Context: an optimization exercise on an open-source flow, tuned for small area and a short achievable clock period. The choices shown serve that exercise and are no tape-out recipe.
Where RTL was checked, it was by simulation tests only, not by an equivalence proof against the original.
No activity file was given, so power comes from the tool's default toggle rates.

Design processor, start of the top module:
module processor(clk,reset,instr,PC,opcode,rd_index,rs_index,rt_index,shamt,constant,address,rd_value,rs_value,rt_value,low_out,high_out,SR);
input clk,reset;
input [15:0] instr;
output [7:0] PC;
output [3:0] opcode;
output [2:0] rd_index, rs_index, rt_index, shamt;
output [5:0] constant;
output [8:0] address;
output [15:0] rd_value,rs_value,rt_value,low_out,high_out,SR;
control_unit cal1(instr,opcode,rd_index,rs_index,rt_index,shamt,constant,address);
wire [3:0] op = opcode;
reg [7:0] pc;
reg [15:0] R [0:7];
reg [15:0] RAM [0:7];
reg [31:0] ps, pc2;    
reg [3:0] flags_q;
wire op_r    = ~op[3];                  
wire op_rs   = ~(op[3] & op[2]);        
wire is_sw   = (op == 4'd11);
wire is_mul  = (op == 4'd3);
wire wr_en   = ~(is_mul | (op[3] & (op[2] | (op[1] & op[0]))));
reg [15:0] rs_v, rt_v, st_v;
integer i;
always @(*) begin
	rs_v = 16'd0;
	rt_v = 16'd0;
	st_v = 16'd0;
	for (i = 0; i < 8; i = i + 1) begin
		rs_v = rs_v | (R[i] & {16{op_rs & (rs_index == i)}});
		rt_v = rt_v | (R[i] & {16{op_r & (rt_index == i)}});
  ...
For scale: about 3000 cells after synthesis, roughly 330 flip-flops, about 27000 sq um of cells after synthesis.
Settings: LEC_CHECK=0, CAP_MARGIN=20, CORE_MARGIN=2, CORE_UTILIZATION=55, SETUP_SLACK_MARGIN=2.0, SLEW_MARGIN=20; clock period 8.5 ns.
standard.sh (not shown) runs the stock make flow with config.mk's settings and CLKGATE_MAP_FILE= SYNTH_SCRIPT=/design/flow/synth_recipe.tcl, a recipe that flattens the netlist after the stock synthesis.
==> flow/flow/run.sh <==
#!/bin/bash
# The standard layout (standard.sh), with one change: the port buffers that
# global placement inserts on every input and output are buf_1 cells instead
# of the resizer's default pick (clkdlybuf4s50_1, a delay cell).
set -euo pipefail
export BUFFER_PORTS_ARGS="-buffer_cell sky130_fd_sc_hd__buf_1"
bash standard.sh > standard.log 2>&1
==> next run, changes <==
==> flow/flow/run.sh (replaced) <==
#!/bin/bash
# The standard layout (standard.sh), with two changes: the port buffers
# that global placement inserts on every input and output are buf_1 cells
# instead of the resizer's default pick (clkdlybuf4s50_1, a delay cell); and
# synthesis maps no adder cells (ADDER_MAP_FILE empty, so no extract_fa):
# ABC then maps the adders with the rest of the logic and sees their paths.
set -euo pipefail
export BUFFER_PORTS_ARGS="-buffer_cell sky130_fd_sc_hd__buf_1"
export ADDER_MAP_FILE=
bash standard.sh > standard.log 2>&1
- SETUP_SLACK_MARGIN: 2.0 -> 1.0
Global-route usage rose by 1.4 points.
Wire length rose by 13%.
Power rose by 7.7%.
Cell area rose by 1.3%.
Clock power is about the same.
Core utilization fell by 3.6 points.
Clock-buffer cell count fell by 11.
Clock skew fell by 0.019 ns.
Worst hold slack is better by 0.0073 ns.
Worst setup slack is worse by 0.022 ns.
First-iteration DRC count rose by 8.4%.
==> next run, changes <==
==> flow/flow/run.sh (replaced) <==
#!/bin/bash
# The standard layout (standard.sh), with one change: the port buffers that
# global placement inserts on every input and output are buf_4 cells instead
# of the resizer's default pick (clkdlybuf4s50_1, a delay cell).
set -euo pipefail
export BUFFER_PORTS_ARGS="-buffer_cell sky130_fd_sc_hd__buf_4"
bash standard.sh > standard.log 2>&1
- CORE_UTILIZATION: 55 -> 40
- CTS_BUF_LIST: default -> sky130_fd_sc_hd__clkbuf_4
- SETUP_SLACK_MARGIN: 1.0 -> default
Effect: Worst setup slack is worse by 0.87 ns; global-route usage shrinks by 12 points; synthesized cell count shrinks by roughly a tenth; total power shrinks by roughly a tenth; area after synthesis shrinks by a few percent; clock power shrinks by roughly a tenth; maximum frequency shrinks by roughly a tenth; final area shrinks by a few percent; combinational power shrinks by a quarter to a third; core utilization shrinks by 16 points; via count shrinks by roughly a tenth.
==> next run, changes <==
==> flow/flow/run.sh (replaced) <==
#!/bin/bash
# The standard layout (standard.sh), with one change: the port buffers that
# global placement inserts on every input and output are buf_1 cells instead
# of the resizer's default pick (clkdlybuf4s50_1, a delay cell).
set -euo pipefail
export BUFFER_PORTS_ARGS="-buffer_cell sky130_fd_sc_hd__buf_1"
bash standard.sh > standard.log 2>&1
- CORE_UTILIZATION: 40 -> 55
- CTS_BUF_LIST: sky130_fd_sc_hd__clkbuf_4 -> default
- SETUP_SLACK_MARGIN: default -> 1.2
- The changed run passed the timing, DRC and antenna checks
- power is higher by 4.5%
- routed wire length is lower by 3.5%
- setup slack improved by 0.74 ns
- combinational power is higher by 2.4%
- critical path depth is higher by 1

processor again, from the RTL that the note above started with.
==> flow/config.mk <==
export PLATFORM = sky130hd
export DESIGN_NAME = processor
export DESIGN_NICKNAME = processor
export VERILOG_FILES = /design/flow/design.v
export SDC_FILE = /design/flow/constraint.sdc
export NUM_CORES = 4
export LEC_CHECK = 0
export CAP_MARGIN = 20
export CORE_MARGIN = 2
export CORE_UTILIZATION = 55
export SETUP_SLACK_MARGIN = 0.8
export SLEW_MARGIN = 20
==> flow/constraint.sdc <==
create_clock -name core_clock -period 8.5 [get_ports {clk}]
set_input_delay 1.7000 -clock core_clock [delete_from_list [all_inputs] [get_ports {clk}]]
set_output_delay 1.7000 -clock core_clock [all_outputs]
set_load 0.01 [all_outputs]
==> flow/flow/run.sh <==
#!/bin/bash
# The standard layout (standard.sh), with one change: the port buffers that
# global placement inserts on every input and output are buf_1 cells instead
# of the resizer's default pick (clkdlybuf4s50_1, a delay cell).
set -euo pipefail
export BUFFER_PORTS_ARGS="-buffer_cell sky130_fd_sc_hd__buf_1"
bash standard.sh > standard.log 2>&1
The first run finished with timing, DRC and antenna clean.
Rerun with:
- SETUP_SLACK_MARGIN: 0.8 -> 1.5
Result: Register-to-register slack improved by 0.20 ns; count of clock-buffer cells in the layout rises by 8; first-iteration DRC count falls by 6.5%; cell area rises by 4.3%; total power falls by 6.0%; final cell count rises by 2.1%; core utilization rises by 2.7 points; routed wire length rises by 1.7%; sequential power stays flat; setup slack improved by 0.20 ns; clock power falls by 18%.

Another version of the RTL of processor (not shown whole).
Size: ~300 flip-flops, about 150 I/O pins.
// processor
module processor(clk,reset,instr,PC,opcode,rd_index,rs_index,rt_index,shamt,constant,address,rd_value,rs_value,rt_value,low_out,high_out,SR);
Settings: LEC_CHECK=0, ABC_CLOCK_PERIOD_IN_PS=4000, CAP_MARGIN=20, CORE_MARGIN=2, CORE_UTILIZATION=40, SETUP_SLACK_MARGIN=2, SLEW_MARGIN=20; clock period 8.5 ns.
run.sh (not shown) runs the stock make flow with config.mk's settings and CLKGATE_MAP_FILE= SYNTH_SCRIPT=/design/flow/synth_recipe.tcl, a recipe that flattens the netlist after the stock synthesis.
Stock flow here: none of the scripts above is used.
The starting point finished clean.
Next try:
Settings changed: ABC_CLOCK_PERIOD_IN_PS 4000 to unset, SETUP_SLACK_MARGIN 2 to unset.
Register-to-register slack barely changes.
Non-clock buffer count falls by 22.
Setup slack gets worse by 160 ps.
First-iteration DRC count rises by about a fifth.
Sequential share of layout area rises by 0.91 points.
Routed wire length falls by a few percent.
Core utilization falls by 2.2 points.
Area after synthesis does not change.
Via count stays flat.
Die area is unchanged.
Clock power hardly moves.
No run of this note included a check of the RTL's function; only the layout flow was run.

processor with an RTL version that a note above also has.
Size: ~330 flip-flops, ~150 I/O pins.
==> flow/config.mk <==
export PLATFORM = sky130hd
export DESIGN_NAME = processor
export DESIGN_NICKNAME = processor
export VERILOG_FILES = /design/flow/design.v
export SDC_FILE = /design/flow/constraint.sdc
export NUM_CORES = 4
export LEC_CHECK = 0
export ABC_AREA = 1
export CAP_MARGIN = 20
export CORE_MARGIN = 2
export CORE_UTILIZATION = 40
export SLEW_MARGIN = 20
==> flow/constraint.sdc <==
create_clock -name core_clock -period 8.5 [get_ports {clk}]
set_input_delay 1.7000 -clock core_clock [delete_from_list [all_inputs] [get_ports {clk}]]
set_output_delay 1.7000 -clock core_clock [all_outputs]
set_load 0.01 [all_outputs]
standard.sh (not shown) runs the stock make flow with config.mk's settings and CLKGATE_MAP_FILE= SYNTH_SCRIPT=/design/flow/synth_recipe.tcl, a recipe that flattens the netlist after the stock synthesis.
==> flow/flow/run.sh <==
#!/bin/bash
# The standard layout (standard.sh), with one change: the port buffers that
# global placement inserts on every input and output are buf_4 cells instead
# of the resizer's default pick (clkdlybuf4s50_1, a delay cell).
set -euo pipefail
export BUFFER_PORTS_ARGS="-buffer_cell sky130_fd_sc_hd__buf_4"
bash standard.sh > standard.log 2>&1
The first run finished clean.
Edit:
==> flow/flow/run.sh (replaced) <==
#!/bin/bash
# The standard layout (standard.sh), with one change: the port buffers that
# global placement inserts on every input and output are buf_1 cells instead
# of the resizer's default pick (clkdlybuf4s50_1, a delay cell).
set -euo pipefail
export BUFFER_PORTS_ARGS="-buffer_cell sky130_fd_sc_hd__buf_1"
bash standard.sh > standard.log 2>&1
--- a/flow/config.mk
+++ b/flow/config.mk
@@ -8 +7,0 @@
-export ABC_AREA = 1
@@ -11 +10 @@
-export CORE_UTILIZATION = 40
+export CORE_UTILIZATION = 55
Routed wire length came out lower by about 13%.
Non-clock buffer count came out higher by 26.
Sequential power came out higher by about 3%.
Global-route usage came out higher by 9.3 points.
Combinational power came out lower by 20%.
First-iteration DRC count came out lower by about 5%.
Final cell count came out lower by 28%.
Via count came out lower by about 13%.
Synthesized area came out lower by about 7%.
Die area came out lower by 32%.
Edit:
--- a/flow/config.mk
+++ b/flow/config.mk
@@ -8 +8 @@
-export CAP_MARGIN = 20
+export CAP_MARGIN = 10
@@ -11 +11,2 @@
-export SLEW_MARGIN = 20
+export PLACE_DENSITY = 0.75
+export SLEW_MARGIN = 10
Clock-buffer cell count grows by 3.
Worst hold slack barely changes.
Core utilization barely changes.
Routed wire length increases by a few percent.
Power grows slightly.
Edit:
--- a/flow/config.mk
+++ b/flow/config.mk
@@ -8 +8 @@
-export CAP_MARGIN = 10
+export CAP_MARGIN = 20
@@ -10,3 +10,2 @@
-export CORE_UTILIZATION = 55
-export PLACE_DENSITY = 0.75
-export SLEW_MARGIN = 10
+export CORE_UTILIZATION = 60
+export SLEW_MARGIN = 20
The new run completed without violations.
Clock-buffer cell count grows by 3.
Synthesized cell count does not change.
Final cell count fell by 2.2%.
Wire length is about the same.
Total power falls by 0.80%.
Worst setup slack gets worse by 57 ps.
Sequential cell count does not change.
Global-route usage climbs by 3.2 points.

separate check: timing with driven ports:
Ports are ideal in the flow. The routed layouts listed here were re-timed in OpenROAD.
Step 1 (the two cells are an assumption about what drives the block):
set clk [get_ports {clk}]
set_driving_cell -lib_cell sky130_fd_sc_hd__clkbuf_16 $clk
set_driving_cell -lib_cell sky130_fd_sc_hd__buf_2 [delete_from_list [all_inputs] $clk]
Step 2 adds t to the input delays and takes it off the output delays; t is the mean of the earliest and latest rising clock arrival at the registers after step 1. Input paths then give back, and output paths get back, about the clock's delay inside the block.
a / b / c = ideal ports / drivers / drivers and shift; a / b = the first two.
run | shift t [ns] | setup slack, ns | worst setup path at the end | latest minus earliest clock arrival (ns) | worst data-port slew with drivers (ns)
the first run of note 1 | 0.645 | 1.073 / 1.013 / 1.013 | input to output | 0.042 / 0.042 | 0.07
the second run of note 1 | 0.627 | 1.051 / 1.026 / 1.026 | input to output | 0.024 / 0.023 | 0.04
the third run of note 1 | 0.949 | 0.178 / 0.154 / 0.154 | input to output | 0.082 / 0.082 | 0.05
the fourth run of note 1 | 0.637 | 0.920 / 0.873 / 0.873 | input to output | 0.052 / 0.051 | 0.07
the first run of note 2 | 0.643 | 0.819 / 0.798 / 0.798 | input to output | 0.036 / 0.036 | 0.07
the second run of note 2 | 0.652 | 1.023 / 0.947 / 0.947 | input to output | 0.019 / 0.020 | 0.07
the first run of note 3 | 0.621 | 0.261 / 0.281 / -0.339 | input to register | 0.034 / 0.035 | 0.05
the second run of note 3 | 0.634 | 0.099 / 0.081 / -0.389 | input to register | 0.035 / 0.034 | 0.05
the first run of note 4 | 0.651 | 0.468 / 0.444 / 0.444 | input to output | 0.023 / 0.023 | 0.04
the second run of note 4 | 0.626 | 0.325 / 0.300 / 0.300 | input to output | 0.050 / 0.050 | 0.03
the third run of note 4 | 0.640 | 0.220 / 0.196 / 0.196 | input to output | 0.027 / 0.026 | 0.04
the fourth run of note 4 | 0.654 | 0.163 / 0.130 / 0.130 | input to output | 0.020 / 0.020 | 0.05
With both steps, setup timing fails in the first run of note 3 and the second run of note 3, where it was met with ideal ports. For the first run of note 3, which loses most, drivers alone change the setup slack by +0.020 ns; drivers and shift together by -0.600 ns.
